This design comes from an exercise in tuning for small area, a short achievable clock period and few clock cycles on the open sky130 flow, not from production work. The RTL was checked by simulation tests, not by an equivalence proof against the original design. Power figures rest on the tool's default switching activity, not on a simulated workload.

==> flow/design.v (outline; a module is shown in full before it is edited, if it fits) <==
// module milestone1: 1572 lines
module milestone1 (
		input logic clock,
		input logic Resetn,
		input logic Enable,
		output	logic [17:0] SRAM_address,
		output 	logic [15:0] SRAM_write_data,
		output	logic SRAM_we_n,
		input		logic [15:0] SRAM_read_data,
		output   logic M1_end
);
  // ...
==> flow/flow/run.sh <==
#!/bin/bash
# Standard layout, with the port buffers made from buf_4 cells instead of the
# default delay-buffer cells, and timing repair aiming at a 15 ns setup margin.
export BUFFER_PORTS_ARGS="-buffer_cell sky130_fd_sc_hd__buf_4"
export SETUP_SLACK_MARGIN=15
bash standard.sh > standard.log 2>&1
==> flow/standard.sh <==
#!/bin/bash
# synth_recipe.tcl (not shown) runs the flow's synth.tcl, then flattens the netlist and writes it again
# the make line also repeats each setting of config.mk as NAME=value (left out here)
make -C /OpenROAD-flow-scripts/flow DESIGN_CONFIG=/design/flow/config.mk WORK_HOME=/design/flow/orfs CLKGATE_MAP_FILE= SYNTH_SCRIPT=/design/flow/synth_recipe.tcl "${@:-finish}"
==> flow/config.mk <==
export PLATFORM = sky130hd
export DESIGN_NAME = milestone1
export DESIGN_NICKNAME = milestone1
export VERILOG_FILES = /design/flow/design.v
export SDC_FILE = /design/flow/constraint.sdc
export NUM_CORES = 4
export LEC_CHECK = 0
export CAP_MARGIN = 20
export CORE_MARGIN = 2
export CORE_UTILIZATION = 40
export SLEW_MARGIN = 20
==> flow/constraint.sdc <==
create_clock -name core_clock -period 20.0 [get_ports {clock}]
set_input_delay 4.0000 -clock core_clock [delete_from_list [all_inputs] [get_ports {clock}]]
set_output_delay 4.0000 -clock core_clock [all_outputs]
set_load 0.01 [all_outputs]
==> run summary, run 1 <==
* Outcome: finished clean
* Commonest non-fill, non-tap cell in the layout: inv_1
* Placer congestion estimate at 0.969
* FMAX at 193 MHz
* Clock buffer count at 50
* Clk pin slew, worst setup/hold paths at 60 ps
* WL final at 53500 um
* CTS Root Cell: clkbuf_16
* Die ar. at 58500 um^2
* FFs w/ async S/R, synth at 2.18%
* Die width at 242 um
* Detail Route Antenna Nets at 0
* 1st-iter DRT viols at 892
* Finished Layout Cells at 2896
* Comb power at 250 uW
* Clk power at 657 uW
* Crit-path max FO at 1
* # fillers at 5317
* Syn nets at 2529
* DR top layer: met4
* CTS tree: built
* PwrDens at 65.4 nW/um^2
* GR Layer Usage met1 at 25.2%
* Hold Path Depth at 0
* Clk tree area frac at 4.66%
* Area delta synth->final at 11.5%
* Regs by FF count: SRAM_address (18), rgb_addr (18)
* Final setup TNS at 0 ps
* Max Slew Vio Count at 0
* Clock power share at 39.8%
* Hold Path End: up3[5]$_DFFE_PP_
* First-pass GRT wire length at 85800 um
* Largest net degree at the start of global routing at 52
* Setup ws final at 14830 ps
* Synth Area in Simple Gates at 8.52%
* Clock latency (worst-skew pair) at 560 ps
* RSZ-0062 raised after global routing: yes
* Kind of critical path: reg -> out
Testbench counts, summed over its fixed seeds: cycles 774,748.
==> inputs of run 2 (changes only) <==
--- a/flow/design.v
+++ b/flow/design.v
@@ -16,574 +16,330 @@
 logic [7:0] col;         
 logic [15:0] m;          
 logic [17:0] rgb_addr;
 logic first;             
 logic [7:0] up0, up1, up2, up3, up4, up5, ust;
 logic [7:0] vp0, vp1, vp2, vp3, vp4, vp5, vst;
 logic [7:0] ylo;         
 logic [7:0] py;
-logic [9:0] pu, pv, px;
+logic [9:0] pu, pv;
 logic lsel;              
-logic fsel;              
+logic fsel, fsel2;       
 logic [7:0] b0reg;
 logic [10:0] l_ha, l_hb, g_ha, g_hb;
 logic l_lc, g_lc;
 logic [9:0] f_ha, f_hb;
 logic f_lc;
 wire [7:0] in_hi = SRAM_read_data[15:8];
 wire [7:0] in_lo = SRAM_read_data[7:0];
 wire frm = (state == S_FRM);
 wire tail = (col == 8'd160);
 wire blk = (state == S_BLK);
 wire [7:0] fa = fsel ? vp0 : up0;
 wire [7:0] fb = fsel ? vp1 : up1;
 wire [7:0] fc = fsel ? vp2 : up2;
-wire [7:0] fd = fsel ? vp3 : up3;
-wire [7:0] fe = fsel ? vp4 : up4;
-wire [7:0] ff = fsel ? vp5 : up5;
+wire [7:0] fd = fsel2 ? vp3 : up3;
+wire [7:0] fe = fsel2 ? vp4 : up4;
+wire [7:0] ff = fsel2 ? vp5 : up5;
+wire [8:0] s1 = fa + ff;
+wire [8:0] s2 = fb + fe;
+wire [8:0] s3 = fc + fd;
 wire ft_1;
 wire ft_2;
-assign ft_1 = fa[5] ^ fa[3];
-assign ft_2 = fa[5] & fa[3];
+assign ft_1 = s1[7] ^ s1[5];
+assign ft_2 = s1[7] & s1[5];
 wire ft_3;
 wire ft_4;
-assign ft_3 = fa[6] ^ fa[4] ^ fa[2];
-assign ft_4 = (fa[6] & fa[4]) | (fa[6] & fa[2]) | (fa[4] & fa[2]);
+assign ft_3 = s1[8] ^ s1[6];
+assign ft_4 = s1[8] & s1[6];
 wire ft_5;
 wire ft_6;
-assign ft_5 = ff[6] ^ ff[4] ^ ff[2];
-assign ft_6 = (ff[6] & ff[4]) | (ff[6] & ff[2]) | (ff[4] & ff[2]);
+assign ft_5 = s1[5] ^ s1[3];
+assign ft_6 = s1[5] & s1[3];
 wire ft_7;
 wire ft_8;
-assign ft_7 = fa[7] ^ fa[5] ^ fa[3];
-assign ft_8 = (fa[7] & fa[5]) | (fa[7] & fa[3]) | (fa[5] & fa[3]);
+assign ft_7 = s1[6] ^ s1[4] ^ s1[2];
+assign ft_8 = (s1[6] & s1[4]) | (s1[6] & s1[2]) | (s1[4] & s1[2]);
 wire ft_9;
 wire ft_10;
-assign ft_9 = ff[7] ^ ff[5] ^ ff[3];
-assign ft_10 = (ff[7] & ff[5]) | (ff[7] & ff[3]) | (ff[5] & ff[3]);
+assign ft_9 = ~s2[4] ^ s2[2] ^ ~s2[0];
+assign ft_10 = (~s2[4] & s2[2]) | (~s2[4] & ~s2[0]) | (s2[2] & ~s2[0]);
 wire ft_11;
 wire ft_12;
-assign ft_11 = ~fb[5] ^ fb[3] ^ ~fb[1];
-assign ft_12 = (~fb[5] & fb[3]) | (~fb[5] & ~fb[1]) | (fb[3] & ~fb[1]);
+assign ft_11 = s1[3] ^ ~s2[5] ^ s2[3];
+assign ft_12 = (s1[3] & ~s2[5]) | (s1[3] & s2[3]) | (~s2[5] & s2[3]);
 wire ft_13;
 wire ft_14;
-assign ft_13 = ~fe[5] ^ fe[3];
-assign ft_14 = ~fe[5] & fe[3];
+assign ft_13 = ~s2[1] ^ ~s3[7] ^ s3[2];
+assign ft_14 = (~s2[1] & ~s3[7]) | (~s2[1] & s3[2]) | (~s3[7] & s3[2]);
 wire ft_15;
 wire ft_16;
-assign ft_15 = fa[6] ^ fa[4] ^ ff[6];
-assign ft_16 = (fa[6] & fa[4]) | (fa[6] & ff[6]) | (fa[4] & ff[6]);
+assign ft_15 = s3[0] ^ 1'b1;
+assign ft_16 = s3[0] & 1'b1;
 wire ft_17;
 wire ft_18;
-assign ft_17 = ff[4] ^ ~fb[6] ^ fb[4];
-assign ft_18 = (ff[4] & ~fb[6]) | (ff[4] & fb[4]) | (~fb[6] & fb[4]);
+assign ft_17 = s1[4] ^ ~s2[6] ^ s2[4];
+assign ft_18 = (s1[4] & ~s2[6]) | (s1[4] & s2[4]) | (~s2[6] & s2[4]);
 wire ft_19;
 wire ft_20;
-assign ft_19 = ~fb[2] ^ ~fe[6] ^ fe[4];
-assign ft_20 = (~fb[2] & ~fe[6]) | (~fb[2] & fe[4]) | (~fe[6] & fe[4]);
+assign ft_19 = ~s2[2] ^ ~s3[8] ^ s3[3];
+assign ft_20 = (~s2[2] & ~s3[8]) | (~s2[2] & s3[3]) | (~s3[8] & s3[3]);
 wire ft_21;
 wire ft_22;
-assign ft_21 = fa[7] ^ fa[5] ^ ff[7];
-assign ft_22 = (fa[7] & fa[5]) | (fa[7] & ff[7]) | (fa[5] & ff[7]);
+assign ft_21 = s3[1] ^ ft_2 ^ ft_3;
+assign ft_22 = (s3[1] & ft_2) | (s3[1] & ft_3) | (ft_2 & ft_3);
 wire ft_23;
 wire ft_24;
-assign ft_23 = ff[5] ^ ~fb[7] ^ fb[5];
-assign ft_24 = (ff[5] & ~fb[7]) | (ff[5] & fb[5]) | (~fb[7] & fb[5]);
+assign ft_23 = s1[7] ^ s1[5] ^ ~s2[7];
+assign ft_24 = (s1[7] & s1[5]) | (s1[7] & ~s2[7]) | (s1[5] & ~s2[7]);
 wire ft_25;
 wire ft_26;
-assign ft_25 = ~fb[3] ^ ~fe[7];
-assign ft_26 = ~fb[3] & ~fe[7];
+assign ft_25 = s2[5] ^ ~s2[3] ^ s3[4];
+assign ft_26 = (s2[5] & ~s2[3]) | (s2[5] & s3[4]) | (~s2[3] & s3[4]);
 wire ft_27;
 wire ft_28;
-assign ft_27 = fa[6] ^ ff[6];
-assign ft_28 = fa[6] & ff[6];
+assign ft_27 = s3[2] ^ 1'b1 ^ ft_4;
+assign ft_28 = (s3[2] & 1'b1) | (s3[2] & ft_4) | (1'b1 & ft_4);
 wire ft_29;
 wire ft_30;
-assign ft_29 = fa[4] ^ fa[2] ^ fa[0];
-assign ft_30 = (fa[4] & fa[2]) | (fa[4] & fa[0]) | (fa[2] & fa[0]);
+assign ft_29 = s1[8] ^ s1[6] ^ ~s2[8];
+assign ft_30 = (s1[8] & s1[6]) | (s1[8] & ~s2[8]) | (s1[6] & ~s2[8]);
 wire ft_31;
 wire ft_32;
-assign ft_31 = ff[4] ^ ff[2];
-assign ft_32 = ff[4] & ff[2];
+assign ft_31 = s2[6] ^ ~s2[4] ^ s3[5];
+assign ft_32 = (s2[6] & ~s2[4]) | (s2[6] & s3[5]) | (~s2[4] & s3[5]);
 wire ft_33;
 wire ft_34;
-assign ft_33 = fa[1] ^ ff[5] ^ ff[3];
-assign ft_34 = (fa[1] & ff[5]) | (fa[1] & ff[3]) | (ff[5] & ff[3]);
+assign ft_33 = s3[3] ^ 1'b1;
+assign ft_34 = s3[3] & 1'b1;
 wire ft_35;
 wire ft_36;
-assign ft_35 = ff[1] ^ ~fb[3] ^ fb[1];
-assign ft_36 = (ff[1] & ~fb[3]) | (ff[1] & fb[1]) | (~fb[3] & fb[1]);
+assign ft_35 = s1[7] ^ s2[7] ^ ~s2[5];
+assign ft_36 = (s1[7] & s2[7]) | (s1[7] & ~s2[5]) | (s2[7] & ~s2[5]);
 wire ft_37;
 wire ft_38;
-assign ft_37 = ~fe[3] ^ fe[1] ^ ~fc[5];
-assign ft_38 = (~fe[3] & fe[1]) | (~fe[3] & ~fc[5]) | (fe[1] & ~fc[5]);
+assign ft_37 = s1[8] ^ s2[8];
+assign ft_38 = s1[8] & s2[8];
 wire ft_39;
 wire ft_40;
-assign ft_39 = ~fb[4] ^ fb[2] ^ ~fb[0];
-assign ft_40 = (~fb[4] & fb[2]) | (~fb[4] & ~fb[0]) | (fb[2] & ~fb[0]);
+assign ft_39 = s1[2] ^ s1[0];
+assign ft_40 = s1[2] & s1[0];
 wire ft_41;
 wire ft_42;
-assign ft_41 = ~fe[4] ^ fe[2] ^ ~fe[0];
-assign ft_42 = (~fe[4] & fe[2]) | (~fe[4] & ~fe[0]) | (fe[2] & ~fe[0]);
+assign ft_41 = s1[3] ^ s1[1];
+assign ft_42 = s1[3] & s1[1];
 wire ft_43;
 wire ft_44;
-assign ft_43 = ~fc[6] ^ fc[1] ^ ~fd[6];
-assign ft_44 = (~fc[6] & fc[1]) | (~fc[6] & ~fd[6]) | (fc[1] & ~fd[6]);
+assign ft_43 = s1[4] ^ s1[2] ^ s1[0];
+assign ft_44 = (s1[4] & s1[2]) | (s1[4] & s1[0]) | (s1[2] & s1[0]);
 wire ft_45;
 wire ft_46;
-assign ft_45 = fd[1] ^ ft_2;
-assign ft_46 = fd[1] & ft_2;
+assign ft_45 = ~s2[2] ^ s2[0];
+assign ft_46 = ~s2[2] & s2[0];
 wire ft_47;
 wire ft_48;
-assign ft_47 = ~fe[1] ^ ~fc[7] ^ fc[2];
-assign ft_48 = (~fe[1] & ~fc[7]) | (~fe[1] & fc[2]) | (~fc[7] & fc[2]);
+assign ft_47 = s1[1] ^ ~s2[3] ^ s2[1];
+assign ft_48 = (s1[1] & ~s2[3]) | (s1[1] & s2[1]) | (~s2[3] & s2[1]);
 wire ft_49;
 wire ft_50;
-assign ft_49 = fc[0] ^ ~fd[7] ^ fd[2];
-assign ft_50 = (fc[0] & ~fd[7]) | (fc[0] & fd[2]) | (~fd[7] & fd[2]);
+assign ft_49 = ~s3[5] ^ s3[0] ^ ft_5;
+assign ft_50 = (~s3[5] & s3[0]) | (~s3[5] & ft_5) | (s3[0] & ft_5);
 wire ft_51;
 wire ft_52;
-assign ft_51 = fd[0] ^ ft_4 ^ ft_6;
-assign ft_52 = (fd[0] & ft_4) | (fd[0] & ft_6) | (ft_4 & ft_6);
+assign ft_51 = ~s3[6] ^ s3[1] ^ 1'b1;
+assign ft_52 = (~s3[6] & s3[1]) | (~s3[6] & 1'b1) | (s3[1] & 1'b1);
 wire ft_53;
 wire ft_54;
-assign ft_53 = ft_7 ^ ft_9 ^ ft_11;
-assign ft_54 = (ft_7 & ft_9) | (ft_7 & ft_11) | (ft_9 & ft_11);
+assign ft_53 = ft_6 ^ ft_7 ^ ft_9;
+assign ft_54 = (ft_6 & ft_7) | (ft_6 & ft_9) | (ft_7 & ft_9);
 wire ft_55;
 wire ft_56;
-assign ft_55 = ~fe[2] ^ fc[3] ^ fc[1];
-assign ft_56 = (~fe[2] & fc[3]) | (~fe[2] & fc[1]) | (fc[3] & fc[1]);
+assign ft_55 = ft_1 ^ ft_8 ^ ft_10;
+assign ft_56 = (ft_1 & ft_8) | (ft_1 & ft_10) | (ft_8 & ft_10);
 wire ft_57;
 wire ft_58;
-assign ft_57 = fd[3] ^ fd[1] ^ 1'b1;
-assign ft_58 = (fd[3] & fd[1]) | (fd[3] & 1'b1) | (fd[1] & 1'b1);
+assign ft_57 = ft_11 ^ ft_13 ^ ft_15;
+assign ft_58 = (ft_11 & ft_13) | (ft_11 & ft_15) | (ft_13 & ft_15);
 wire ft_59;
 wire ft_60;
-assign ft_59 = ft_8 ^ ft_10 ^ ft_12;
-assign ft_60 = (ft_8 & ft_10) | (ft_8 & ft_12) | (ft_10 & ft_12);
+assign ft_59 = ft_12 ^ ft_14 ^ ft_16;
+assign ft_60 = (ft_12 & ft_14) | (ft_12 & ft_16) | (ft_14 & ft_16);
 wire ft_61;
 wire ft_62;
-assign ft_61 = ft_14 ^ ft_15 ^ ft_17;
-assign ft_62 = (ft_14 & ft_15) | (ft_14 & ft_17) | (ft_15 & ft_17);
+assign ft_61 = ft_17 ^ ft_19 ^ ft_21;
+assign ft_62 = (ft_17 & ft_19) | (ft_17 & ft_21) | (ft_19 & ft_21);
 wire ft_63;
 wire ft_64;
-assign ft_63 = fe[5] ^ ~fe[3] ^ fc[4];
-assign ft_64 = (fe[5] & ~fe[3]) | (fe[5] & fc[4]) | (~fe[3] & fc[4]);
+assign ft_63 = ft_18 ^ ft_20 ^ ft_22;
+assign ft_64 = (ft_18 & ft_20) | (ft_18 & ft_22) | (ft_20 & ft_22);
 wire ft_65;
 wire ft_66;
-assign ft_65 = fc[2] ^ fd[4] ^ fd[2];
-assign ft_66 = (fc[2] & fd[4]) | (fc[2] & fd[2]) | (fd[4] & fd[2]);
+assign ft_65 = ft_23 ^ ft_25 ^ ft_27;
+assign ft_66 = (ft_23 & ft_25) | (ft_23 & ft_27) | (ft_25 & ft_27);
 wire ft_67;
 wire ft_68;
-assign ft_67 = 1'b1 ^ ft_16 ^ ft_18;
-assign ft_68 = (1'b1 & ft_16) | (1'b1 & ft_18) | (ft_16 & ft_18);
+assign ft_67 = ft_24 ^ ft_26 ^ ft_28;
+assign ft_68 = (ft_24 & ft_26) | (ft_24 & ft_28) | (ft_26 & ft_28);
 wire ft_69;
 wire ft_70;
-assign ft_69 = ft_20 ^ ft_21 ^ ft_23;
-assign ft_70 = (ft_20 & ft_21) | (ft_20 & ft_23) | (ft_21 & ft_23);
+assign ft_69 = ft_29 ^ ft_31 ^ ft_33;
+assign ft_70 = (ft_29 & ft_31) | (ft_29 & ft_33) | (ft_31 & ft_33);
 wire ft_71;
 wire ft_72;
-assign ft_71 = fb[6] ^ ~fb[4] ^ fe[6];
-assign ft_72 = (fb[6] & ~fb[4]) | (fb[6] & fe[6]) | (~fb[4] & fe[6]);
+assign ft_71 = s3[6] ^ s3[4] ^ ft_30;
+assign ft_72 = (s3[6] & s3[4]) | (s3[6] & ft_30) | (s3[4] & ft_30);
 wire ft_73;
 wire ft_74;
-assign ft_73 = ~fe[4] ^ fc[5] ^ fc[3];
-assign ft_74 = (~fe[4] & fc[5]) | (~fe[4] & fc[3]) | (fc[5] & fc[3]);
+assign ft_73 = ft_32 ^ ft_34 ^ ft_35;
+assign ft_74 = (ft_32 & ft_34) | (ft_32 & ft_35) | (ft_34 & ft_35);
 wire ft_75;
 wire ft_76;
-assign ft_75 = fd[5] ^ fd[3] ^ 1'b1;
-assign ft_76 = (fd[5] & fd[3]) | (fd[5] & 1'b1) | (fd[3] & 1'b1);
+assign ft_75 = ~s2[6] ^ s3[7] ^ s3[5];
+assign ft_76 = (~s2[6] & s3[7]) | (~s2[6] & s3[5]) | (s3[7] & s3[5]);
 wire ft_77;
 wire ft_78;
-assign ft_77 = ft_22 ^ ft_24 ^ ft_26;
-assign ft_78 = (ft_22 & ft_24) | (ft_22 & ft_26) | (ft_24 & ft_26);
+assign ft_77 = 1'b1 ^ ft_36 ^ ft_37;
+assign ft_78 = (1'b1 & ft_36) | (1'b1 & ft_37) | (ft_36 & ft_37);
 wire ft_79;
 wire ft_80;
-assign ft_79 = fa[7] ^ ff[7] ^ fb[7];
-assign ft_80 = (fa[7] & ff[7]) | (fa[7] & fb[7]) | (ff[7] & fb[7]);
+assign ft_79 = ~s2[7] ^ s3[8] ^ s3[6];
+assign ft_80 = (~s2[7] & s3[8]) | (~s2[7] & s3[6]) | (s3[8] & s3[6]);
 wire ft_81;
 wire ft_82;
-assign ft_81 = ~fb[5] ^ fe[7] ^ ~fe[5];
-assign ft_82 = (~fb[5] & fe[7]) | (~fb[5] & ~fe[5]) | (fe[7] & ~fe[5]);
+assign ft_81 = 1'b1 ^ ft_38;
+assign ft_82 = 1'b1 & ft_38;
 wire ft_83;
 wire ft_84;
-assign ft_83 = fc[6] ^ fc[4] ^ fd[6];
-assign ft_84 = (fc[6] & fc[4]) | (fc[6] & fd[6]) | (fc[4] & fd[6]);
+assign ft_83 = ~s2[8] ^ s3[7];
+assign ft_84 = ~s2[8] & s3[7];
 wire ft_85;
 wire ft_86;
-assign ft_85 = ~fb[6] ^ ~fe[6];
-assign ft_86 = ~fb[6] & ~fe[6];
+assign ft_85 = ~s2[0] ^ ~s3[2];
+assign ft_86 = ~s2[0] & ~s3[2];
 wire ft_87;
 wire ft_88;
-assign ft_87 = fa[2] ^ fa[0] ^ ff[2];
-assign ft_88 = (fa[2] & fa[0]) | (fa[2] & ff[2]) | (fa[0] & ff[2]);
+assign ft_87 = ~s2[1] ^ ~s3[3] ^ ft_40;
+assign ft_88 = (~s2[1] & ~s3[3]) | (~s2[1] & ft_40) | (~s3[3] & ft_40);
 wire ft_89;
 wire ft_90;
-assign ft_89 = fa[3] ^ fa[1] ^ ff[3];
-assign ft_90 = (fa[3] & fa[1]) | (fa[3] & ff[3]) | (fa[1] & ff[3]);
+assign ft_89 = ~s3[4] ^ ft_42 ^ ft_43;
+assign ft_90 = (~s3[4] & ft_42) | (~s3[4] & ft_43) | (ft_42 & ft_43);
 wire ft_91;
 wire ft_92;
-assign ft_91 = ff[1] ^ ~fb[1] ^ ~fe[1];
-assign ft_92 = (ff[1] & ~fb[1]) | (ff[1] & ~fe[1]) | (~fb[1] & ~fe[1]);
+assign ft_91 = ft_44 ^ ft_46 ^ ft_47;
+assign ft_92 = (ft_44 & ft_46) | (ft_44 & ft_47) | (ft_46 & ft_47);
 wire ft_93;
 wire ft_94;
-assign ft_93 = ff[0] ^ ~fb[2] ^ fb[0];
-assign ft_94 = (ff[0] & ~fb[2]) | (ff[0] & fb[0]) | (~fb[2] & fb[0]);
+assign ft_93 = ft_48 ^ ft_50 ^ ft_51;
+assign ft_94 = (ft_48 & ft_50) | (ft_48 & ft_51) | (ft_50 & ft_51);
 wire ft_95;
 wire ft_96;
-assign ft_95 = ~fe[2] ^ fe[0] ^ ~fc[4];
-assign ft_96 = (~fe[2] & fe[0]) | (~fe[2] & ~fc[4]) | (fe[0] & ~fc[4]);
+assign ft_95 = ft_52 ^ ft_54 ^ ft_55;
+assign ft_96 = (ft_52 & ft_54) | (ft_52 & ft_55) | (ft_54 & ft_55);
 wire ft_97;
 wire ft_98;
-assign ft_97 = ~fd[4] ^ ft_29;
-assign ft_98 = ~fd[4] & ft_29;
+assign ft_97 = ft_56 ^ ft_58 ^ ft_59;
+assign ft_98 = (ft_56 & ft_58) | (ft_56 & ft_59) | (ft_58 & ft_59);
 wire ft_99;
 wire ft_100;
-assign ft_99 = fc[0] ^ ~fd[5] ^ fd[0];
-assign ft_100 = (fc[0] & ~fd[5]) | (fc[0] & fd[0]) | (~fd[5] & fd[0]);
+assign ft_99 = ft_60 ^ ft_62 ^ ft_63;
+assign ft_100 = (ft_60 & ft_62) | (ft_60 & ft_63) | (ft_62 & ft_63);
 wire ft_101;
 wire ft_102;
-assign ft_101 = ft_1 ^ ft_30 ^ ft_32;
-assign ft_102 = (ft_1 & ft_30) | (ft_1 & ft_32) | (ft_30 & ft_32);
+assign ft_101 = ft_64 ^ ft_66 ^ ft_67;
+assign ft_102 = (ft_64 & ft_66) | (ft_64 & ft_67) | (ft_66 & ft_67);
 wire ft_103;
 wire ft_104;
-assign ft_103 = ft_33 ^ ft_35 ^ ft_37;
-assign ft_104 = (ft_33 & ft_35) | (ft_33 & ft_37) | (ft_35 & ft_37);
+assign ft_103 = ft_68 ^ ft_70 ^ ft_71;
+assign ft_104 = (ft_68 & ft_70) | (ft_68 & ft_71) | (ft_70 & ft_71);
 wire ft_105;
 wire ft_106;
-assign ft_105 = ft_3 ^ ft_5 ^ ft_34;
-assign ft_106 = (ft_3 & ft_5) | (ft_3 & ft_34) | (ft_5 & ft_34);
+assign ft_105 = ft_72 ^ ft_74 ^ ft_75;
+assign ft_106 = (ft_72 & ft_74) | (ft_72 & ft_75) | (ft_74 & ft_75);
 wire ft_107;
 wire ft_108;
-assign ft_107 = ft_36 ^ ft_38 ^ ft_39;
-assign ft_108 = (ft_36 & ft_38) | (ft_36 & ft_39) | (ft_38 & ft_39);
+assign ft_107 = ft_76 ^ ft_78 ^ ft_79;
+assign ft_108 = (ft_76 & ft_78) | (ft_76 & ft_79) | (ft_78 & ft_79);
 wire ft_109;
 wire ft_110;
-assign ft_109 = ft_41 ^ ft_43 ^ ft_45;
-assign ft_110 = (ft_41 & ft_43) | (ft_41 & ft_45) | (ft_43 & ft_45);
+assign ft_109 = 1'b1 ^ ft_80 ^ ft_82;
+assign ft_110 = (1'b1 & ft_80) | (1'b1 & ft_82) | (ft_80 & ft_82);
 wire ft_111;
 wire ft_112;
-assign ft_111 = ft_13 ^ ft_40 ^ ft_42;
-assign ft_112 = (ft_13 & ft_40) | (ft_13 & ft_42) | (ft_40 & ft_42);
+assign ft_111 = s1[0] ^ ~s3[0];
+assign ft_112 = s1[0] & ~s3[0];
 wire ft_113;
 wire ft_114;
-assign ft_113 = ft_44 ^ ft_46 ^ ft_47;
-assign ft_114 = (ft_44 & ft_46) | (ft_44 & ft_47) | (ft_46 & ft_47);
+assign ft_113 = s1[1] ^ ~s3[1];
+assign ft_114 = s1[1] & ~s3[1];
 wire ft_115;
 wire ft_116;
-assign ft_115 = ft_49 ^ ft_51 ^ ft_53;
-assign ft_116 = (ft_49 & ft_51) | (ft_49 & ft_53) | (ft_51 & ft_53);
+assign ft_115 = 1'b1 ^ ft_39 ^ ft_85;
+assign ft_116 = (1'b1 & ft_39) | (1'b1 & ft_85) | (ft_39 & ft_85);
 wire ft_117;
 wire ft_118;
-assign ft_117 = ft_19 ^ ft_48 ^ ft_50;
-assign ft_118 = (ft_19 & ft_48) | (ft_19 & ft_50) | (ft_48 & ft_50);
+assign ft_117 = ft_41 ^ ft_86 ^ ft_87;
+assign ft_118 = (ft_41 & ft_86) | (ft_41 & ft_87) | (ft_86 & ft_87);
 wire ft_119;
 wire ft_120;
-assign ft_119 = ft_52 ^ ft_54 ^ ft_55;
-assign ft_120 = (ft_52 & ft_54) | (ft_52 & ft_55) | (ft_54 & ft_55);
+assign ft_119 = ft_45 ^ ft_88 ^ ft_89;
+assign ft_120 = (ft_45 & ft_88) | (ft_45 & ft_89) | (ft_88 & ft_89);
 wire ft_121;
 wire ft_122;
-assign ft_121 = ft_57 ^ ft_59 ^ ft_61;
-assign ft_122 = (ft_57 & ft_59) | (ft_57 & ft_61) | (ft_59 & ft_61);
+assign ft_121 = ft_49 ^ ft_90 ^ ft_91;
+assign ft_122 = (ft_49 & ft_90) | (ft_49 & ft_91) | (ft_90 & ft_91);
 wire ft_123;
 wire ft_124;
-assign ft_123 = ft_25 ^ ft_56 ^ ft_58;
-assign ft_124 = (ft_25 & ft_56) | (ft_25 & ft_58) | (ft_56 & ft_58);
+assign ft_123 = ft_53 ^ ft_92 ^ ft_93;
+assign ft_124 = (ft_53 & ft_92) | (ft_53 & ft_93) | (ft_92 & ft_93);
 wire ft_125;
 wire ft_126;
-assign ft_125 = ft_60 ^ ft_62 ^ ft_63;
-assign ft_126 = (ft_60 & ft_62) | (ft_60 & ft_63) | (ft_62 & ft_63);
+assign ft_125 = ft_57 ^ ft_94 ^ ft_95;
+assign ft_126 = (ft_57 & ft_94) | (ft_57 & ft_95) | (ft_94 & ft_95);
 wire ft_127;
 wire ft_128;
-assign ft_127 = ft_65 ^ ft_67 ^ ft_69;
-assign ft_128 = (ft_65 & ft_67) | (ft_65 & ft_69) | (ft_67 & ft_69);
+assign ft_127 = ft_61 ^ ft_96 ^ ft_97;
+assign ft_128 = (ft_61 & ft_96) | (ft_61 & ft_97) | (ft_96 & ft_97);
 wire ft_129;
 wire ft_130;
-assign ft_129 = ft_27 ^ ft_64 ^ ft_66;
-assign ft_130 = (ft_27 & ft_64) | (ft_27 & ft_66) | (ft_64 & ft_66);
+assign ft_129 = ft_65 ^ ft_98 ^ ft_99;
+assign ft_130 = (ft_65 & ft_98) | (ft_65 & ft_99) | (ft_98 & ft_99);
 wire ft_131;
 wire ft_132;
-assign ft_131 = ft_68 ^ ft_70 ^ ft_71;
-assign ft_132 = (ft_68 & ft_70) | (ft_68 & ft_71) | (ft_70 & ft_71);
+assign ft_131 = ft_69 ^ ft_100 ^ ft_101;
+assign ft_132 = (ft_69 & ft_100) | (ft_69 & ft_101) | (ft_100 & ft_101);
 wire ft_133;
 wire ft_134;
-assign ft_133 = ft_73 ^ ft_75 ^ ft_77;
-assign ft_134 = (ft_73 & ft_75) | (ft_73 & ft_77) | (ft_75 & ft_77);
+assign ft_133 = ft_73 ^ ft_102 ^ ft_103;
+assign ft_134 = (ft_73 & ft_102) | (ft_73 & ft_103) | (ft_102 & ft_103);
 wire ft_135;
 wire ft_136;
-assign ft_135 = fd[4] ^ ft_28 ^ ft_72;
-assign ft_136 = (fd[4] & ft_28) | (fd[4] & ft_72) | (ft_28 & ft_72);
+assign ft_135 = ft_77 ^ ft_104 ^ ft_105;
+assign ft_136 = (ft_77 & ft_104) | (ft_77 & ft_105) | (ft_104 & ft_105);
 wire ft_137;
 wire ft_138;
-assign ft_137 = ft_74 ^ ft_76 ^ ft_78;
-assign ft_138 = (ft_74 & ft_76) | (ft_74 & ft_78) | (ft_76 & ft_78);
+assign ft_137 = ft_81 ^ ft_106 ^ ft_107;
+assign ft_138 = (ft_81 & ft_106) | (ft_81 & ft_107) | (ft_106 & ft_107);
 wire ft_139;
 wire ft_140;
-assign ft_139 = ft_79 ^ ft_81 ^ ft_83;
-assign ft_140 = (ft_79 & ft_81) | (ft_79 & ft_83) | (ft_81 & ft_83);
+assign ft_139 = ft_83 ^ ft_108 ^ ft_109;
+assign ft_140 = (ft_83 & ft_108) | (ft_83 & ft_109) | (ft_108 & ft_109);
 wire ft_141;
 wire ft_142;
-assign ft_141 = fc[7] ^ fc[5] ^ fd[7];
-assign ft_142 = (fc[7] & fc[5]) | (fc[7] & fd[7]) | (fc[5] & fd[7]);
-wire ft_143;
-wire ft_144;
-assign ft_143 = fd[5] ^ 1'b1 ^ ft_80;
-assign ft_144 = (fd[5] & 1'b1) | (fd[5] & ft_80) | (1'b1 & ft_80);
-wire ft_145;
-wire ft_146;
-assign ft_145 = ft_82 ^ ft_84 ^ ft_85;
-assign ft_146 = (ft_82 & ft_84) | (ft_82 & ft_85) | (ft_84 & ft_85);
-wire ft_147;
-wire ft_148;
-assign ft_147 = ~fb[7] ^ ~fe[7] ^ fc[6];
-assign ft_148 = (~fb[7] & ~fe[7]) | (~fb[7] & fc[6]) | (~fe[7] & fc[6]);
-wire ft_149;
-wire ft_150;
-assign ft_149 = fd[6] ^ 1'b1;
-assign ft_150 = fd[6] & 1'b1;
-wire ft_151;
-wire ft_152;
-assign ft_151 = fa[1] ^ ff[1];
-assign ft_152 = fa[1] & ff[1];
-wire ft_153;
-wire ft_154;
-assign ft_153 = ff[0] ^ ~fb[0] ^ ~fe[0];
-assign ft_154 = (ff[0] & ~fb[0]) | (ff[0] & ~fe[0]) | (~fb[0] & ~fe[0]);
-wire ft_155;
-wire ft_156;
-assign ft_155 = ~fc[2] ^ ~fd[2];
-assign ft_156 = ~fc[2] & ~fd[2];
-wire ft_157;
-wire ft_158;
-assign ft_157 = ~fc[3] ^ ~fd[3] ^ 1'b1;
-assign ft_158 = (~fc[3] & ~fd[3]) | (~fc[3] & 1'b1) | (~fd[3] & 1'b1);
-wire ft_159;
-wire ft_160;
-assign ft_159 = ft_88 ^ ft_89 ^ ft_91;
-assign ft_160 = (ft_88 & ft_89) | (ft_88 & ft_91) | (ft_89 & ft_91);
-wire ft_161;
-wire ft_162;
-assign ft_161 = ft_31 ^ ft_90 ^ ft_92;
-assign ft_162 = (ft_31 & ft_90) | (ft_31 & ft_92) | (ft_90 & ft_92);
-wire ft_163;
-wire ft_164;
-assign ft_163 = ft_93 ^ ft_95 ^ ft_97;
-assign ft_164 = (ft_93 & ft_95) | (ft_93 & ft_97) | (ft_95 & ft_97);
-wire ft_165;
-wire ft_166;
-assign ft_165 = ft_94 ^ ft_96 ^ ft_98;
-assign ft_166 = (ft_94 & ft_96) | (ft_94 & ft_98) | (ft_96 & ft_98);
-wire ft_167;
-wire ft_168;
-assign ft_167 = ft_99 ^ ft_101 ^ ft_103;
-assign ft_168 = (ft_99 & ft_101) | (ft_99 & ft_103) | (ft_101 & ft_103);
-wire ft_169;
-wire ft_170;
-assign ft_169 = ft_100 ^ ft_102 ^ ft_104;
-assign ft_170 = (ft_100 & ft_102) | (ft_100 & ft_104) | (ft_102 & ft_104);
-wire ft_171;
-wire ft_172;
-assign ft_171 = ft_105 ^ ft_107 ^ ft_109;
-assign ft_172 = (ft_105 & ft_107) | (ft_105 & ft_109) | (ft_107 & ft_109);
-wire ft_173;
-wire ft_174;
-assign ft_173 = ft_106 ^ ft_108 ^ ft_110;
-assign ft_174 = (ft_106 & ft_108) | (ft_106 & ft_110) | (ft_108 & ft_110);
-wire ft_175;
-wire ft_176;
-assign ft_175 = ft_111 ^ ft_113 ^ ft_115;
-assign ft_176 = (ft_111 & ft_113) | (ft_111 & ft_115) | (ft_113 & ft_115);
-wire ft_177;
-wire ft_178;
-assign ft_177 = ft_112 ^ ft_114 ^ ft_116;
-assign ft_178 = (ft_112 & ft_114) | (ft_112 & ft_116) | (ft_114 & ft_116);
-wire ft_179;
-wire ft_180;
-assign ft_179 = ft_117 ^ ft_119 ^ ft_121;
-assign ft_180 = (ft_117 & ft_119) | (ft_117 & ft_121) | (ft_119 & ft_121);
-wire ft_181;
-wire ft_182;
-assign ft_181 = ft_118 ^ ft_120 ^ ft_122;
-assign ft_182 = (ft_118 & ft_120) | (ft_118 & ft_122) | (ft_120 & ft_122);
-wire ft_183;
-wire ft_184;
-assign ft_183 = ft_123 ^ ft_125 ^ ft_127;
-assign ft_184 = (ft_123 & ft_125) | (ft_123 & ft_127) | (ft_125 & ft_127);
-wire ft_185;
-wire ft_186;
-assign ft_185 = ft_124 ^ ft_126 ^ ft_128;
-assign ft_186 = (ft_124 & ft_126) | (ft_124 & ft_128) | (ft_126 & ft_128);
-wire ft_187;
-wire ft_188;
-assign ft_187 = ft_129 ^ ft_131 ^ ft_133;
-assign ft_188 = (ft_129 & ft_131) | (ft_129 & ft_133) | (ft_131 & ft_133);
-wire ft_189;
-wire ft_190;
-assign ft_189 = ft_130 ^ ft_132 ^ ft_134;
-assign ft_190 = (ft_130 & ft_132) | (ft_130 & ft_134) | (ft_132 & ft_134);
-wire ft_191;
-wire ft_192;
-assign ft_191 = ft_135 ^ ft_137 ^ ft_139;
-assign ft_192 = (ft_135 & ft_137) | (ft_135 & ft_139) | (ft_137 & ft_139);
-wire ft_193;
-wire ft_194;
-assign ft_193 = ft_136 ^ ft_138 ^ ft_140;
-assign ft_194 = (ft_136 & ft_138) | (ft_136 & ft_140) | (ft_138 & ft_140);
-wire ft_195;
-wire ft_196;
-assign ft_195 = ft_141 ^ ft_143 ^ ft_145;
-assign ft_196 = (ft_141 & ft_143) | (ft_141 & ft_145) | (ft_143 & ft_145);
-wire ft_197;
-wire ft_198;
-assign ft_197 = ft_86 ^ ft_142 ^ ft_144;
-assign ft_198 = (ft_86 & ft_142) | (ft_86 & ft_144) | (ft_142 & ft_144);
-wire ft_199;
-wire ft_200;
-assign ft_199 = ft_146 ^ ft_147 ^ ft_149;
-assign ft_200 = (ft_146 & ft_147) | (ft_146 & ft_149) | (ft_147 & ft_149);
-wire ft_201;
-wire ft_202;
-assign ft_201 = fc[7] ^ fd[7] ^ 1'b1;
-assign ft_202 = (fc[7] & fd[7]) | (fc[7] & 1'b1) | (fd[7] & 1'b1);
-wire ft_203;
-wire ft_204;
-assign ft_203 = ft_148 ^ ft_150;
-assign ft_204 = ft_148 & ft_150;
-wire ft_205;
-wire ft_206;
-assign ft_205 = fa[0] ^ ff[0];
-assign ft_206 = fa[0] & ff[0];
-wire ft_207;
-wire ft_208;
-assign ft_207 = ~fc[1] ^ ~fd[1] ^ 1'b1;
-assign ft_208 = (~fc[1] & ~fd[1]) | (~fc[1] & 1'b1) | (~fd[1] & 1'b1);
-wire ft_209;
-wire ft_210;
-assign ft_209 = ft_87 ^ ft_152 ^ ft_153;
-assign ft_210 = (ft_87 & ft_152) | (ft_87 & ft_153) | (ft_152 & ft_153);
-wire ft_211;
-wire ft_212;
-assign ft_211 = ft_154 ^ ft_156 ^ ft_157;
-assign ft_212 = (ft_154 & ft_156) | (ft_154 & ft_157) | (ft_156 & ft_157);
-wire ft_213;
-wire ft_214;
-assign ft_213 = ft_158 ^ ft_160 ^ ft_161;
-assign ft_214 = (ft_158 & ft_160) | (ft_158 & ft_161) | (ft_160 & ft_161);
-wire ft_215;
-wire ft_216;
-assign ft_215 = ft_162 ^ ft_164 ^ ft_165;
-assign ft_216 = (ft_162 & ft_164) | (ft_162 & ft_165) | (ft_164 & ft_165);
-wire ft_217;
-wire ft_218;
-assign ft_217 = ft_166 ^ ft_168 ^ ft_169;
-assign ft_218 = (ft_166 & ft_168) | (ft_166 & ft_169) | (ft_168 & ft_169);
-wire ft_219;
-wire ft_220;
-assign ft_219 = ft_170 ^ ft_172 ^ ft_173;
-assign ft_220 = (ft_170 & ft_172) | (ft_170 & ft_173) | (ft_172 & ft_173);
-wire ft_221;
-wire ft_222;
-assign ft_221 = ft_174 ^ ft_176 ^ ft_177;
-assign ft_222 = (ft_174 & ft_176) | (ft_174 & ft_177) | (ft_176 & ft_177);
-wire ft_223;
-wire ft_224;
-assign ft_223 = ft_178 ^ ft_180 ^ ft_181;
-assign ft_224 = (ft_178 & ft_180) | (ft_178 & ft_181) | (ft_180 & ft_181);
-wire ft_225;
-wire ft_226;
-assign ft_225 = ft_182 ^ ft_184 ^ ft_185;
-assign ft_226 = (ft_182 & ft_184) | (ft_182 & ft_185) | (ft_184 & ft_185);
-wire ft_227;
-wire ft_228;
-assign ft_227 = ft_186 ^ ft_188 ^ ft_189;
-assign ft_228 = (ft_186 & ft_188) | (ft_186 & ft_189) | (ft_188 & ft_189);
-wire ft_229;
-wire ft_230;
-assign ft_229 = ft_190 ^ ft_192 ^ ft_193;
-assign ft_230 = (ft_190 & ft_192) | (ft_190 & ft_193) | (ft_192 & ft_193);
-wire ft_231;
-wire ft_232;
-assign ft_231 = ft_194 ^ ft_196 ^ ft_197;
-assign ft_232 = (ft_194 & ft_196) | (ft_194 & ft_197) | (ft_196 & ft_197);
-wire ft_233;
-wire ft_234;
-assign ft_233 = ft_198 ^ ft_200 ^ ft_201;
-assign ft_234 = (ft_198 & ft_200) | (ft_198 & ft_201) | (ft_200 & ft_201);
-wire ft_235;
-wire ft_236;
-assign ft_235 = ~fc[0] ^ ~fd[0];
-assign ft_236 = ~fc[0] & ~fd[0];
-wire ft_237;
-wire ft_238;
-assign ft_237 = ft_151 ^ ft_206 ^ ft_207;
-assign ft_238 = (ft_151 & ft_206) | (ft_151 & ft_207) | (ft_206 & ft_207);
-wire ft_239;
-wire ft_240;
-assign ft_239 = ft_155 ^ ft_208 ^ ft_209;
-assign ft_240 = (ft_155 & ft_208) | (ft_155 & ft_209) | (ft_208 & ft_209);
-wire ft_241;
-wire ft_242;
-assign ft_241 = ft_159 ^ ft_210 ^ ft_211;
-assign ft_242 = (ft_159 & ft_210) | (ft_159 & ft_211) | (ft_210 & ft_211);
-wire ft_243;
-wire ft_244;
-assign ft_243 = ft_163 ^ ft_212 ^ ft_213;
-assign ft_244 = (ft_163 & ft_212) | (ft_163 & ft_213) | (ft_212 & ft_213);
-wire ft_245;
-wire ft_246;
-assign ft_245 = ft_167 ^ ft_214 ^ ft_215;
-assign ft_246 = (ft_167 & ft_214) | (ft_167 & ft_215) | (ft_214 & ft_215);
-wire ft_247;
-wire ft_248;
-assign ft_247 = ft_171 ^ ft_216 ^ ft_217;
-assign ft_248 = (ft_171 & ft_216) | (ft_171 & ft_217) | (ft_216 & ft_217);
-wire ft_249;
-wire ft_250;
-assign ft_249 = ft_175 ^ ft_218 ^ ft_219;
-assign ft_250 = (ft_175 & ft_218) | (ft_175 & ft_219) | (ft_218 & ft_219);
-wire ft_251;
-wire ft_252;
-assign ft_251 = ft_179 ^ ft_220 ^ ft_221;
-assign ft_252 = (ft_179 & ft_220) | (ft_179 & ft_221) | (ft_220 & ft_221);
-wire ft_253;
-wire ft_254;
-assign ft_253 = ft_183 ^ ft_222 ^ ft_223;
-assign ft_254 = (ft_183 & ft_222) | (ft_183 & ft_223) | (ft_222 & ft_223);
-wire ft_255;
-wire ft_256;
-assign ft_255 = ft_187 ^ ft_224 ^ ft_225;
-assign ft_256 = (ft_187 & ft_224) | (ft_187 & ft_225) | (ft_224 & ft_225);
-wire ft_257;
-wire ft_258;
-assign ft_257 = ft_191 ^ ft_226 ^ ft_227;
-assign ft_258 = (ft_191 & ft_226) | (ft_191 & ft_227) | (ft_226 & ft_227);
-wire ft_259;
-wire ft_260;
-assign ft_259 = ft_195 ^ ft_228 ^ ft_229;
-assign ft_260 = (ft_195 & ft_228) | (ft_195 & ft_229) | (ft_228 & ft_229);
-wire ft_261;
-wire ft_262;
-assign ft_261 = ft_199 ^ ft_230 ^ ft_231;
-assign ft_262 = (ft_199 & ft_230) | (ft_199 & ft_231) | (ft_230 & ft_231);
-wire ft_263;
-wire ft_264;
-assign ft_263 = ft_203 ^ ft_232 ^ ft_233;
-assign ft_264 = (ft_203 & ft_232) | (ft_203 & ft_233) | (ft_232 & ft_233);
-wire ft_265;
-wire ft_266;
-assign ft_265 = ft_202 ^ ft_204 ^ ft_234;
-assign ft_266 = (ft_202 & ft_204) | (ft_202 & ft_234) | (ft_204 & ft_234);
-wire [17:0] ft_a = {1'b1, 1'b1, ft_264, ft_262, ft_260, ft_258, ft_256, ft_254, ft_252, ft_250, ft_248, ft_246, ft_244, ft_242, ft_240, ft_238, ft_236, ft_205};
-wire [17:0] ft_b = {1'b0, ft_266, ft_265, ft_263, ft_261, ft_259, ft_257, ft_255, ft_253, ft_251, ft_249, ft_247, ft_245, ft_243, ft_241, ft_239, ft_237, ft_235};
+assign ft_141 = s3[8] ^ ft_84 ^ ft_110;
+assign ft_142 = (s3[8] & ft_84) | (s3[8] & ft_110) | (ft_84 & ft_110);
+wire [17:0] ft_a = {1'b1, 1'b1, ft_140, ft_138, ft_136, ft_134, ft_132, ft_130, ft_128, ft_126, ft_124, ft_122, ft_120, ft_118, ft_116, ft_114, ft_112, 1'b1};
+wire [17:0] ft_b = {1'b0, ft_142, ft_141, ft_139, ft_137, ft_135, ft_133, ft_131, ft_129, ft_127, ft_125, ft_123, ft_121, ft_119, ft_117, ft_115, ft_113, ft_111};
 wire [8:0] ft_lo = {1'b0, ft_a[7:0]} + {1'b0, ft_b[7:0]};
 wire ft_lc = ft_lo[8];
 wire [9:0] ft_ha = ft_a[17:8];
 wire [9:0] ft_hb = ft_b[17:8];
 wire [9:0] fout = f_ha + f_hb + {9'd0, f_lc};
+wire [9:0] px = lsel ? pv : pu;
 wire lt_1;
 wire lt_2;
 assign lt_1 = py[4] ^ py[2] ^ py[0];
 assign lt_2 = (py[4] & py[2]) | (py[4] & py[0]) | (py[2] & py[0]);
 wire lt_3;
 wire lt_4;
 assign lt_3 = py[5] ^ py[3] ^ py[1];
 assign lt_4 = (py[5] & py[3]) | (py[5] & py[1]) | (py[3] & py[1]);
@@ -1432,25 +1188,25 @@
 wire [7:0] gc = clip(g_ha + g_hb + {10'd0, g_lc});
 always_ff @(posedge clock) begin
 	l_ha <= lt_ha; l_hb <= lt_hb; l_lc <= lt_lc;
 	g_ha <= gt_ha; g_hb <= gt_hb; g_lc <= gt_lc;
 	f_ha <= ft_ha; f_hb <= ft_hb; f_lc <= ft_lc;
 	if (pos == 3'd2) py <= in_hi;
 	else if (pos == 3'd0 || pos == 3'd1) py <= ylo;
 	if (frm && pos == 3'd2) ylo <= in_lo;
-	px <= (pos == 3'd3) ? {2'b00, vp2} : (pos == 3'd4) ? {2'b00, up3} : fout;
 	lsel <= (pos == 3'd3) || (pos == 3'd0);
 	if (pos == 3'd3) begin
 		pu <= {2'b00, up3};
 		pv <= {2'b00, vp2};
 	end
 	if (pos == 3'd0) pv <= fout;    
 	if (pos == 3'd1) pu <= fout;    
 	fsel <= (pos == 3'd3);
+	fsel2 <= frm && (pos == 3'd3);
 	if (pos == 3'd1) b0reg <= lc;
 	SRAM_write_data[15:8] <= (pos == 3'd0) ? lc : (pos == 3'd2) ? b0reg : gc;
 	SRAM_write_data[7:0] <= (pos == 3'd0) ? gc : lc;
 end
 logic u_sh, u_hi, u_st, u_ld, v_sh, v_hi, v_st, v_ld;
 logic nu_sh, nu_hi, nu_st, nv_sh, nv_hi, nv_st, nv_ld;
 always_comb begin
 	nu_sh = 1'b0; nu_hi = 1'b0; nu_st = 1'b0;
@@ -1538,25 +1294,24 @@
 		end
 		default: n_pos = 3'd0;
 	endcase
 end
 always_ff @(posedge clock or negedge Resetn) begin
 	if (~Resetn) begin
 		state <= S_IDLE;
 		pos <= 3'd0;
-		SRAM_we_n <= 1'b1;
 		M1_end <= 1'b0;
 	end else begin
 		state <= n_state;
 		pos <= n_pos;
-		SRAM_we_n <= ~n_wr;
 		if (frm && pos == 3'd4 && last) M1_end <= 1'b1;
 	end
 end
+always_ff @(posedge clock) SRAM_we_n <= ~n_wr;
 always_ff @(posedge clock) begin
 	if (state == S_IDLE) begin
 		m <= 16'd0;
 		col <= 8'd160;
 		first <= 1'b1;
 		rgb_addr <= 18'd146944;
 	end else begin
 		if (frm && pos == 3'd1 && !tail) m <= m + 16'd1;
==> flow/config.mk (replaced) <==
export PLATFORM = sky130hd
export DESIGN_NAME = milestone1
export DESIGN_NICKNAME = milestone1
export VERILOG_FILES = /design/flow/design.v
export SDC_FILE = /design/flow/constraint.sdc
export NUM_CORES = 4
export LEC_CHECK = 0
export CAP_MARGIN = 20
export CORE_MARGIN = 2
export CORE_UTILIZATION = 40
export CTS_BUF_LIST = sky130_fd_sc_hd__clkbuf_8
export CTS_CLUSTER_SIZE = 30
export SLEW_MARGIN = 20
==> run 2 against run 1 <==
  * Combinational power hardly changed
  * Via count is 1.9% lower
  * Die area is 5.7% lower
  * Design area is 5.2% lower
  * Count of clock-buffer cells in the layout is 12 higher
  * Routed wire length is 0.17% higher
  * Total power is 3.8% lower
  * Critical path depth stayed put
  * Sequential share of layout area is 1.0 points higher
  * Non-clock buffer count is 1 higher
  * Critical endpoint is now M1_end
==> run summary, run 2 <==
* Commonest non-fill, non-tap cell in the layout: inv_1 (unchanged)
* Die span in y at 235 um (was 242 um)
* 1st-iter DRT viols at 980 (was 892)
* Crit-path max FO at 2 (was 1)
* Final hold vios at 0 (unchanged)
* Vias per inst at 5.12 (was 5.01)
* Worst EP arrival at 1160 ps (was 1170 ps)
* Leakage at 10.9 nW (was 11.7 nW)
* WHS at 416 ps (was 443 ps)
* Nets@finish at 2446 (was 2579)
* Ys Warns at 1 (unchanged)
* Worst Path Required at 16000 ps (about the same)
* Mapped Cells at 1973 (was 2062)
* Final Cycle Share at 25.8% (was 25.9%)
* # DRC at 0 (unchanged)
* Synth top area share at 22.0% (was 25.1%)
* Peak supply drop at 0.0446 mV (was 0.0791 mV)
* Critical path cell sequence: buf_6 (unchanged)
* Kind of critical path: reg -> out (unchanged)
* Regs by FF count: SRAM_address (18), rgb_addr (18) (unchanged)
* Min-Delay Path Class: reg -> reg (unchanged)
* Worst setup SP type: flop (unchanged)
* Clock sinks at 312 (was 321)
* Placer congestion estimate at 0.943 (was 0.969)
* Die width at 235 um (was 242 um)
* Synth cell types at 87 (was 73)
* Vias in the first global route at 14.7k (was 15.6k)
* Clk pin slew, worst setup/hold paths at 60 ps (about the same)
* Total core area at 52600 um^2 (was 56200 um^2)
* Maxcap violations at 0 (unchanged)
* Synth top area cells: edfxtp_1, fa_1, dfxtp_1 (was fa_1, edfxtp_1, dfxtp_1)
* Max Slew Vio Count at 0 (unchanged)
* Clock buffer count from CTS at 52 (was 36)
* Endpoint type of the worst setup path: output port (unchanged)
* Die ar. at 55100 um^2 (was 58500 um^2)
* FP Rows at 84 (was 87)
* Leading area contributor after synthesis: edfxtp_1 (was fa_1)
* FMAX at 194 MHz (was 193 MHz)
* Initial Util at 40.5% (was 40.3%)
* WP buf/inv at 1 (unchanged)
* CP max stage cell: dfrtp_1 (was dfstp_2)
* IO buf count at 54 (unchanged)
* Clock Tree Buf Depth at 3 (unchanged)
* Slew HR at 25.2% (was 36.5%)
* Top-count cell post-synth: inv_1 (unchanged)
* Grt ovf at 0 (unchanged)
* Detail Placement HPWL at 41800 um (was 42500 um)
* Number of enable flip-flop cells after synthesis at 156 (unchanged)
* RSZ-0062 raised after global routing: yes (unchanged)
* Final setup TNS at 0 ps (unchanged)
* Number of synthesized register bits at 312 (was 321)
* Clk_skew at 44.8 ps (was 18.6 ps)
* Drt first pass iters at 7 (was 5)
* Clock latency (worst-skew pair) at 660 ps (was 560 ps)
* Post-synth design cell area at 21300 um^2 (was 22600 um^2)
* Min Tclk post-route at 5160 ps (was 5170 ps)
* Max incr delay on CP at 390 ps (was 530 ps)
* Detail Route Antenna Nets at 0 (unchanged)
* Family with the most delay on the worst path: flip-flops (unchanged)
* IO Pins at 55 (unchanged)
* Area delta synth->final at 12.2% (was 11.5%)
* Sequential element share of the synthesized area at 36.8% (was 35.5%)
* Initial antenna violation count at 2 (was 0)
* Mapped Avg Cell Area at 10.8 um^2 (was 11.0 um^2)
* Largest net degree at the start of global routing at 42 (was 52)
* Setup violations, final at 0 (unchanged)
* Avg WL per Cell at 19.3 um (was 18.5 um)
* Least-Margin Pin Slew at 1120 ps (was 952 ps)
* CTS H-tree lvls at 2 (unchanged)
* Top cells by count, synth: inv_1, fa_1, ha_1 (unchanged)
* FFs w/ async S/R, synth at 1.92% (was 2.18%)
* Flop-to-flop setup slack at 15170 ps (was 15190 ps)
* Most frequent cells in the layout: inv_1, fa_1, ha_1, edfxtp_1, nand2_1 (was inv_1, fa_1, ha_1, edfxtp_1, dfxtp_1)
* PwrDens at 66.3 nW/um^2 (was 65.4 nW/um^2)
* Outcome: finished clean (unchanged)
* WL final at 53600 um (was 53500 um)
* Ys flop type: edfxtp_1 (was dfxtp_1)
* Antenna cells at 0 (unchanged)
* Vias post-DR at 14.2k (was 14.5k)
* CTS Root Cell: clkbuf_8 (was clkbuf_16)
* GRT Resource Usage Total at 19.4% (was 18.6%)
* First-pass GRT wire length at 83700 um (was 85800 um)
* CTS tree: built (unchanged)
* Syn nets at 2370 (was 2529)
* Share of layout cells above drive strength 1 at 13.7% (was 9.95%)
* Post-CTS Hold Buffers at 0 (unchanged)
-- run 2: cell count changes after synthesis, sizes merged, moves of 9 or more --
cell,delta
o21ai,+11
a21o,+20
inv,-65
o22ai,-14
a21oi,+10
nor4,-9
clkbuf,-9
fa,-64
mux2i,-40
xnor2,+17
nand2,+36
mux2,+28
-- run 2: through the flow --
stage          area (um^2)  util, %  worst slack [ps]  instances  power [mW]
2_1_floorplan        21300        -             15020       1973       0.884
3_3_place_gp         22500     42.7             14600       2678       0.964
3_5_place_dp         22500     42.7             14540       2678       0.969
4_1_cts              23800     45.3             14780       2778        1.60
5_1_grt              23900     45.5             14760       2781        1.65
6_report             23900     45.5             14840       2781        1.59
-- run 2: routing by layer --
metal	vias up	global-route usage (%)	share of wire, %
met5	-	0	0.030
met4	2	5.64	2.4
met3	91	2.80	4.4
met2	389	32.2	48
met1	7079	26.6	45
li1	6669	-	-
-- run 2: layout make-up --
type	count	area, um^2
Clock inverter	36	292
Sequential cell	312	7890
Timing Repair Buffer	70	703
Inverter	380	1430
Tap cell	688	861
Clock buffer	62	853
Multi-Input combinational cell	1233	11900
Fill cell	4877	28600
-- run 2: cell families (layout without fill, tap and decap cells) --
kind of cell	Yosys count	count (layout)	share of synthesized area (%)
compound gates	298	298	9.28
simple gates	396	396	8.91
xor+xnor	87	87	3.58
buf+inv	428	548	7.64
fa+ha+maj	380	380	30.1
mux	72	72	3.75
flops	312	312	36.8
-- run 2: path summary, 6_finish.rpt --
kind | from | endpoint | cells after the start
worst max register to register | fsel$_DFF_P_ | f_hb[3]$_DFF_P_ | 16
worst min register to register | up4[6]$_DFFE_PP_ | up3[6]$_DFFE_PP_ | 0
max in group asynchronous | Resetn | M1_end$_DFFE_PN0P_ | 1
min in group asynchronous | Resetn | state[0]$_DFFE_PN0P_ | 1
worst min-delay path | up4[6]$_DFFE_PP_ | up3[6]$_DFFE_PP_ | 0
worst max-delay path | M1_end$_DFFE_PN0P_ | M1_end | 1
-- run 2: repair_timing --
item | in CTS | in global routing
buffers inserted | 2 | 2
gates cloned | 0 | 1
endpoints found under the hold margin | 0 | 0
resized for setup | 70 | 21
setup endpoints to repair | 43 | 45
pin swaps | 1 | 5
-- run 2: report_power, final --
part / internal, mW / switching [mW]
registers: 0.707 / 0.0156
logic: 0.110 / 0.138
clock network: 0.338 / 0.278
Testbench counts of run 2, summed over its fixed seeds: cycles 774,748.
==> inputs of run 3 (changes only) <==
--- a/flow/config.mk
+++ b/flow/config.mk
@@ -8,6 +8,4 @@
 export CAP_MARGIN = 20
 export CORE_MARGIN = 2
 export CORE_UTILIZATION = 40
-export CTS_BUF_LIST = sky130_fd_sc_hd__clkbuf_8
-export CTS_CLUSTER_SIZE = 30
 export SLEW_MARGIN = 20
==> run 3 against run 2 <==
  * Sequential cell count is the same
  * Count of clock-buffer cells in the layout down 18
  * Largest power group unchanged
  * Synthesized area stayed put
  * Combinational power barely moved
  * Fmax up 1.6%
  * Design area up 0.10%
  * Non-clock buffer count increased by 2
  * Largest cell class unchanged
  * Total power increased by 0.77%
  * Register-to-register slack about the same
  * Worst setup slack better by 84 ps
  * Still clean on timing, DRC and antenna
  * Via count decreased by 1.0%
  * Highest routed layer unchanged
==> run summary, run 3 <==
* Final hold vios at 0 (unchanged)
* Met3 wire length at 2450 um (was 2380 um)
* Min-Delay Path Class: reg -> reg (unchanged)
* Mapped Avg Cell Area at 10.8 um^2 (unchanged)
* Hold_sp: vp4[6]$_DFFE_PP_ (was up4[6]$_DFFE_PP_)
* Synth cell types at 87 (unchanged)
* Area delta synth->final at 12.4% (was 12.2%)
* Reg power frac at 45.2% (was 45.6%)
* Net Sw Frac at 26.8% (was 27.2%)
* WL final at 53300 um (was 53600 um)
* Path depth of the worst reg2reg path at 18 (was 16)
* R2r endpoint: f_hb[2]$_DFF_P_ (was f_hb[3]$_DFF_P_)
* CTS Root Cell: clkbuf_16 (was clkbuf_8)
* Leading area contributor after synthesis: edfxtp_1 (unchanged)
* Synth top area share at 22.0% (unchanged)
* 1st-iter DRT viols at 920 (was 980)
* Total core area at 52600 um^2 (unchanged)
* CP max stage cell: dfrtp_1 (unchanged)
* Clock sinks at 312 (unchanged)
* Crit-path max FO at 2 (unchanged)
* Antenna cells at 0 (unchanged)
* Clock power share at 39.3% (was 38.8%)
* Regs by FF count: SRAM_address (18), rgb_addr (18) (unchanged)
* Clock buffer count from CTS at 35 (was 52)
* CP Launch Point: M1_end$_DFFE_PN0P_ (unchanged)
* Peak supply drop at 0.0653 mV (was 0.0446 mV)
* Top cells by count, synth: inv_1, fa_1, ha_1 (unchanged)
* Ys flop type: edfxtp_1 (unchanged)
* Die span in y at 235 um (unchanged)
* Slew HR at 26.7% (was 25.2%)
* Clk pin slew, worst setup/hold paths at 70 ps (was 60 ps)
* GRT Resource Usage Total at 19.4% (about the same)
* RSZ-0062 raised after global routing: yes (unchanged)
* PwrDens at 66.8 nW/um^2 (was 66.3 nW/um^2)
* Design Power at 1.60 mW (was 1.59 mW)
* Critical path cell sequence: buf_6 (unchanged)
* Final Cycle Share at 25.4% (was 25.8%)
* # DRC at 0 (unchanged)
* Detail Placement HPWL at 41800 um (unchanged)
* Mapped Cells at 1973 (unchanged)
* Max Slew Vio Count at 0 (unchanged)
* Placer congestion estimate at 0.943 (unchanged)
* IO buf count at 54 (unchanged)
* Worst setup SP type: flop (unchanged)
* Syn nets at 2370 (unchanged)
* Share of layout cells above drive strength 1 at 12.8% (was 13.7%)
* Sequential element share of the synthesized area at 36.8% (unchanged)
* Initial Util at 40.5% (unchanged)
* Die width at 235 um (unchanged)
* Synth top area cells: edfxtp_1, fa_1, dfxtp_1 (unchanged)
* Vias post-DR at 14.1k (was 14.2k)
* Endpoint type of the worst setup path: output port (unchanged)
* Initial antenna violation count at 2 (unchanged)
* Commonest non-fill, non-tap cell in the layout: inv_1 (unchanged)
* Worst Path Required at 16000 ps (about the same)
* Internal at 1.17 mW (was 1.15 mW)
* Avg WL per Cell at 19.4 um (was 19.3 um)
* Clock latency (worst-skew pair) at 570 ps (was 660 ps)
* Post-CTS Hold Buffers at 0 (unchanged)
* Detail Route Antenna Nets at 0 (unchanged)
* Largest net degree at the start of global routing at 42 (unchanged)
* Clock Tree Buf Depth at 3 (unchanged)
* Leakage at 10.9 nW (about the same)
* Maxcap violations at 0 (unchanged)
* First-pass GRT wire length at 83400 um (was 83700 um)
* CTS H-tree lvls at 2 (unchanged)
* Vias per inst at 5.12 (about the same)
* Number of enable flip-flop cells after synthesis at 156 (unchanged)
* DR top layer: met5 (unchanged)
* Clk_skew at 29.3 ps (was 44.8 ps)
* WP depth at 1 (unchanged)
* Die ar. at 55100 um^2 (unchanged)
* Flop-to-flop setup slack at 15170 ps (about the same)
* Final setup TNS at 0 ps (unchanged)
* Nets@finish at 2431 (was 2446)
* Outcome: finished clean (unchanged)
* Worst EP arrival at 1080 ps (was 1160 ps)
* Vias in the first global route at 14.6k (was 14.7k)
* Post-synth design cell area at 21300 um^2 (unchanged)
* Number of synthesized register bits at 312 (unchanged)
* Met1 WL at 23900 um (was 24300 um)
* Most frequent cells in the layout: inv_1, fa_1, ha_1, edfxtp_1, nand2_1 (unchanged)
* Kind of critical path: reg -> out (unchanged)
* Least-Margin Pin Slew at 1100 ps (was 1120 ps)
* IO Pins at 55 (unchanged)
* Switching power total at 429 uW (was 431 uW)
* CTS tree: built (unchanged)
* FFs w/ async S/R, synth at 1.92% (unchanged)
* Min Tclk post-route at 5080 ps (was 5160 ps)
* FP Rows at 84 (unchanged)
* FMAX at 197 MHz (was 194 MHz)
* Ys Warns at 1 (unchanged)
* Top-count cell post-synth: inv_1 (unchanged)
* Reg2reg start: fsel$_DFF_P_ (unchanged)
* CP endpoint: M1_end (unchanged)
* Setup violations, final at 0 (unchanged)
* Max incr delay on CP at 390 ps (about the same)
* Family with the most delay on the worst path: flip-flops (unchanged)
* WP buf/inv at 1 (unchanged)
* Drt first pass iters at 5 (was 7)
* Combinational Power Share at 15.5% (was 15.6%)
* Routed wl met2 at 25600 um (about the same)
* Grt ovf at 0 (unchanged)
-- run 3: cell counts after synthesis --
No cell type changed its count.
-- run 3: metrics by stage --
step                      hold WS [ps]  area (um^2)  utilization (%)  setup WS [ps]  instances
after global routing               436        23900             45.5          14860       2749
final                              436        23900             45.5          14920       2749
after CTS                          430        23800             45.3          14880       2744
after global placement             425        22500             42.7          14600       2678
after floorplan                    420        21300                -          15020       1973
after detailed placement           432        22500             42.7          14540       2678
-- run 3: timing repair --
| action | in CTS | in global routing |
|---|---|---|
| setup endpoints to repair | 43 | 44 |
| setup buffers | 2 | 2 |
| gates resized for setup | 71 | 22 |
| cloned | 0 | 2 |
| hold endpoints to repair | 0 | 0 |
| pin swaps | 1 | 5 |
-- run 3: how the worst min path moves through the flow --
stage                                  end  cells past startpoint  slack (ps)
after floorplan           vp0[0]$_DFFE_PP_                      0         420
after global placement    vp3[7]$_DFFE_PP_                      0         420
after detailed placement  up1[7]$_DFFE_PP_                      0         430
after CTS                 vp3[6]$_DFFE_PP_                      0         430
after global routing      vp3[6]$_DFFE_PP_                      0         440
final                     vp3[6]$_DFFE_PP_                      0         440
-- run 3: logic make-up (layout without fill, tap and decap cells) --
group / after synthesis / after routing / share of synthesized area (%)
buffers and inverters: 428 / 516 / 7.64
flip-flops: 312 / 312 / 36.8
AND/OR/NAND/NOR: 396 / 396 / 8.91
AO/OA/AOI/OAI: 298 / 298 / 9.28
adder cells (fa/ha/maj): 380 / 380 / 30.1
multiplexers: 72 / 72 / 3.75
XOR/XNOR: 87 / 87 / 3.58
-- run 3: metal layers --
layer / GRT usage, % / vias to the layer above
met5: 0 / -
met4: 5.12 / 2
met3: 3.16 / 80
met2: 32.1 / 361
met1: 26.5 / 7025
li1: - / 6618
-- run 3: cell type report --
| class | instances | area (um^2) |
|---|---|---|
| tap | 688 | 861 |
| clock inverter | 20 | 183 |
| multi-input combinational | 1233 | 11900 |
| sequential | 312 | 7890 |
| inverter | 380 | 1430 |
| timing repair buffer | 72 | 748 |
| clock buffer | 44 | 940 |
| fill | 4854 | 28600 |
-- run 3: power by group through the flow --
stage | sequential (mW) | clock [mW] | combinational [mW]
final | 0.722 | 0.628 | 0.248
after global routing | 0.726 | 0.670 | 0.270
after CTS | 0.722 | 0.645 | 0.249
after detailed placement | 0.731 | 0 | 0.239
after global placement | 0.730 | 0 | 0.234
after floorplan | 0.736 | 0 | 0.148
-- run 3: worst register-to-register path, stage by stage (launching register included) --
cell      delay (ps)
dfxtp_2          390
buf_12           170
mux2_2           350
ha_1             220
inv_1             70
fa_1             210
nor2b_1           60
o21ai_0          180
nand2b_1         130
a21o_1           210
a21o_1           200
a21o_1           180
a21oi_1          540
fa_1             310
inv_1             60
fa_1             420
fa_1             560
inv_1             60
fa_1             430

==> what the ideal ports hide <==
In the flow no input, the clock included, has a driving cell. The finished layouts below were timed again as built, in two steps.
Step 1: set_driving_cell puts a clkbuf_16 on clock and a buf_2 on each other input, an assumption about the parent block.
Step 2 also shifts input and output timing later by t, the mid clock arrival at the registers, as if the neighbouring blocks saw the same clock.
Slacks: ideal / step 1 / step 2; pairs: ideal / step 1.
| run | t, ns | setup WS [ns] | pins driven straight from the clock port |
|---|---|---|---|
| run 1 | 0.611 | 14.826 / 14.769 / 15.036 | 1 |
| run 2 | 0.689 | 14.837 / 14.783 / 15.099 | 1 |
| run 3 | 0.611 | 14.920 / 14.861 / 15.098 | 1 |
After both steps setup and hold are still met in every run listed.
